From an optimization exercise on the open Yosys and OpenROAD flow, aimed at small area and a short achievable clock period; shortcuts taken in it are not production practice. Only simulation tests tie the RTL to the original design; equivalence was not proved. Power is estimated from default activity; no workload was simulated.

## run a
## ALU
module ALU(
        input               clk,
        input  logic [7:0]  number1,number2,
        input  logic [0:3]  opcode,
        output logic [15:0] resultant
    );
Size in the first run: ~590 cells after synthesis, ~42 flip-flops, roughly 37 I/O pins, roughly 0.0051 mm² of cells after synthesis.
==> flow/config.mk <==
export PLATFORM = sky130hd
export DESIGN_NAME = ALU
export DESIGN_NICKNAME = ALU
export VERILOG_FILES = /design/flow/design.v
export SDC_FILE = /design/flow/constraint.sdc
export NUM_CORES = 4
export LEC_CHECK = 0
export ABC_AREA = 1
export CAP_MARGIN = 20
export CORE_MARGIN = 2
export CORE_UTILIZATION = 60
export CTS_BUF_LIST = sky130_fd_sc_hd__clkbuf_8
export SLEW_MARGIN = 20
export SYNTH_HIERARCHICAL = 1
export SYNTH_MINIMUM_KEEP_SIZE = 0
==> flow/constraint.sdc <==
create_clock -name core_clock -period 38.0 [get_ports {clk}]
set_input_delay 7.6000 -clock core_clock [delete_from_list [all_inputs] [get_ports {clk}]]
set_output_delay 7.6000 -clock core_clock [all_outputs]
set_load 0.01 [all_outputs]
standard.sh (not shown) runs the stock make flow with config.mk's settings and CLKGATE_MAP_FILE= SYNTH_SCRIPT=/design/flow/synth_recipe.tcl, a recipe that flattens the netlist after the stock synthesis.
==> flow/flow/run.sh <==
#!/bin/bash
# The standard layout, with plain buf_2 cells as the port buffers.
# The whole make output goes to standard.log in the work folder.
bash standard.sh BUFFER_PORTS_ARGS="-buffer_cell sky130_fd_sc_hd__buf_2" finish > standard.log 2>&1
[inputs] run b vs run a
--- a/flow/design.v
+++ b/flow/design.v
@@ -125,43 +125,16 @@
 wire [6:0] d1_5 = {1'b0, x5} - {1'b0, m1_5[5:0]};
 wire ge1_5 = ~d1_5[6] & (b < 9'd64);
 wire [0:0] qd5 = ge1_5;
 assign r5 = ge1_5 ? d1_5[5:0] : x5;
 wire [6:0] x6 = {r5, a[1:1]};
 wire [6:0] r6;
 wire [9:0] m1_6 = {2'b00, b};
-wire [6:0] y1_6 = ~m1_6[6:0];
-wire [6:0] g1_6 = x6 & y1_6;
-wire [6:0] p1_6 = x6 ^ y1_6;
-wire G1_6_0_0 = g1_6[0] | p1_6[0];
-wire G1_6_1_1 = g1_6[1];
-wire P1_6_1_1 = p1_6[1];
-wire G1_6_2_2 = g1_6[2];
-wire P1_6_2_2 = p1_6[2];
-wire G1_6_3_3 = g1_6[3];
-wire P1_6_3_3 = p1_6[3];
-wire G1_6_4_4 = g1_6[4];
-wire P1_6_4_4 = p1_6[4];
-wire G1_6_5_5 = g1_6[5];
-wire P1_6_5_5 = p1_6[5];
-wire G1_6_6_6 = g1_6[6];
-wire P1_6_6_6 = p1_6[6];
-wire G1_6_1_0 = G1_6_1_1 | (P1_6_1_1 & G1_6_0_0);
-wire G1_6_3_2 = G1_6_3_3 | (P1_6_3_3 & G1_6_2_2);
-wire P1_6_3_2 = P1_6_3_3 & P1_6_2_2;
-wire G1_6_5_4 = G1_6_5_5 | (P1_6_5_5 & G1_6_4_4);
-wire P1_6_5_4 = P1_6_5_5 & P1_6_4_4;
-wire G1_6_3_0 = G1_6_3_2 | (P1_6_3_2 & G1_6_1_0);
-wire G1_6_2_0 = G1_6_2_2 | (P1_6_2_2 & G1_6_1_0);
-wire G1_6_4_0 = G1_6_4_4 | (P1_6_4_4 & G1_6_3_0);
-wire G1_6_5_0 = G1_6_5_4 | (P1_6_5_4 & G1_6_3_0);
-wire G1_6_6_0 = G1_6_6_6 | (P1_6_6_6 & G1_6_5_0);
-wire [6:0] ci1_6 = {G1_6_5_0, G1_6_4_0, G1_6_3_0, G1_6_2_0, G1_6_1_0, G1_6_0_0, 1'b1};
-wire [7:0] d1_6 = {~G1_6_6_0, p1_6 ^ ci1_6};
-wire ge1_6 = G1_6_6_0 & (b < 9'd128);
+wire [7:0] d1_6 = {1'b0, x6} - {1'b0, m1_6[6:0]};
+wire ge1_6 = ~d1_6[7] & (b < 9'd128);
 wire [0:0] qd6 = ge1_6;
 assign r6 = ge1_6 ? d1_6[6:0] : x6;
 wire [7:0] x7 = {r6, a[0:0]};
 wire [7:0] r7;
 wire [9:0] m1_7 = {2'b00, b};
 wire [7:0] y1_7 = ~m1_7[7:0];
 wire [7:0] g1_7 = x7 & y1_7;
@@ -302,19 +275,33 @@
 fa1 u_fa40 (.x(c19), .y(s29), .z(c28), .s(s40), .c(c40));
 wire s41, c41;
 fa1 u_fa41 (.x(pp[55]), .y(pp[62]), .z(c29), .s(s41), .c(c41));
 wire [15:0] r0 = {1'b1, pp[63], s41, s40, s39, s38, s37, s36, s35, s34, s33, s32, s31, pp[16], pp[1], pp[0]};
 wire [15:0] r1 = {1'b1, c41, c40, c39, c38, c37, c36, c35, c34, c33, c32, c31, c30, s30, pp[8], 1'b1};
 wire [15:0] np;
 wire [16:0] cc;
-assign cc[0] = 1'b1;
 genvar g;
 generate for (g = 0; g < 16; g = g + 1) begin : cpa
-  fa1 u_fa (.x(r0[g]), .y(r1[g]), .z(cc[g]), .s(np[g]), .c(cc[g+1]));
 end endgenerate
+assign np[0] = pp[0];
+fa1 u_cpa1 (.x(pp[1]), .y(pp[8]), .z(1'b1), .s(np[1]), .c(cc[2]));
+fa1 u_cpa2 (.x(pp[16]), .y(s30), .z(cc[2]), .s(np[2]), .c(cc[3]));
+fa1 u_cpa3 (.x(s31), .y(c30), .z(cc[3]), .s(np[3]), .c(cc[4]));
+fa1 u_cpa4 (.x(s32), .y(c31), .z(cc[4]), .s(np[4]), .c(cc[5]));
+fa1 u_cpa5 (.x(s33), .y(c32), .z(cc[5]), .s(np[5]), .c(cc[6]));
+fa1 u_cpa6 (.x(s34), .y(c33), .z(cc[6]), .s(np[6]), .c(cc[7]));
+fa1 u_cpa7 (.x(s35), .y(c34), .z(cc[7]), .s(np[7]), .c(cc[8]));
+fa1 u_cpa8 (.x(s36), .y(c35), .z(cc[8]), .s(np[8]), .c(cc[9]));
+fa1 u_cpa9 (.x(s37), .y(c36), .z(cc[9]), .s(np[9]), .c(cc[10]));
+fa1 u_cpa10 (.x(s38), .y(c37), .z(cc[10]), .s(np[10]), .c(cc[11]));
+fa1 u_cpa11 (.x(s39), .y(c38), .z(cc[11]), .s(np[11]), .c(cc[12]));
+fa1 u_cpa12 (.x(s40), .y(c39), .z(cc[12]), .s(np[12]), .c(cc[13]));
+fa1 u_cpa13 (.x(s41), .y(c40), .z(cc[13]), .s(np[13]), .c(cc[14]));
+fa1 u_cpa14 (.x(pp[63]), .y(c41), .z(cc[14]), .s(np[14]), .c(cc[15]));
+assign np[15] = cc[15];
 assign p = ~np;
 endmodule
 module ppgen(input [7:0] a, input [7:0] b, output [63:0] pp);
 genvar i, j;
 generate for (i = 0; i < 8; i = i + 1) begin : row
     for (j = 0; j < 8; j = j + 1) begin : col
         nand1 u_nand (.x(a[j]), .y(b[i]), .z(pp[8*i+j]));
@@ -324,14 +311,20 @@
 module nand1(input x, input y, output z);
 assign z = ~(x & y);
 endmodule
 module fa1(input x, input y, input z, output s, output c);
 assign s = x ^ y ^ z;
 assign c = (x & y) | (x & z) | (y & z);
 endmodule
+module xnor1(input x, input y, output z);
+assign z = ~(x ^ y);
+endmodule
+module or1(input x, input y, output z);
+assign z = x | y;
+endmodule
 module han1(input x, input y, output s, output c);
 assign s = ~(x ^ y);
 assign c = x | y;
 endmodule
 module ha1(input x, input y, output s, output c);
 assign s = x ^ y;
 assign c = x & y;
[summary]
Every run in the comparison, run b and run a, completed the flow with a clean layout. Compared with run a, run b shows a lower initial standard-cell utilization of the core. The hold slack on run b is in line with that on run a. The met3 global-route usage number comes out higher for run a vs run b. Relative to run a, sum of internal, switching and leakage power increased by 4.8 µW in run b. Placed instance count, run b and run a, higher one = run b. [run b] worst-case setup slack after placement rose 9.6 ps relative to run a. In the metrics for run b and run a, the one carrying the lower fraction of standard cell area in multi-input logic is run b. Buffer share of cell area ended up 0.29 points higher on run b than on run a. Measured against each other, run b and run a differ in global-route usage, the higher figure coming from run b. Comparing run b and run a, area growth from synthesis to final layout is higher on run b.

## port drivers added, routing unchanged
The flow's constraints put no driver on any port. The routed layouts listed below were extracted and timed again, unchanged, in two steps.
Step 1 assumes that a clkbuf_16 drives the clock port and a buf_2 every other input.
Step 2 moves the port delays by t, midway between the first and last clock arrival at a register: inputs arrive t later, outputs are due t later. That takes back most of the time a late clock gives input paths.
Three values: ideal ports, drivers, drivers and shift; two values: the first two.
| run | t, ns | setup WS [ns] | latest minus earliest clock arrival (ns) | pins driven straight from the clock port |
|---|---|---|---|---|
| run a | 0.335 | 29.522 / 29.522 / 29.258 | 0.006 / 0.006 | 1 |
| run b | 0.331 | 29.560 / 29.529 / 29.248 | 0.007 / 0.007 | 1 |
After both steps setup and hold are still met in every run listed. For run b, which loses most, drivers alone change the setup slack by -0.031 ns; drivers and shift together by -0.312 ns.
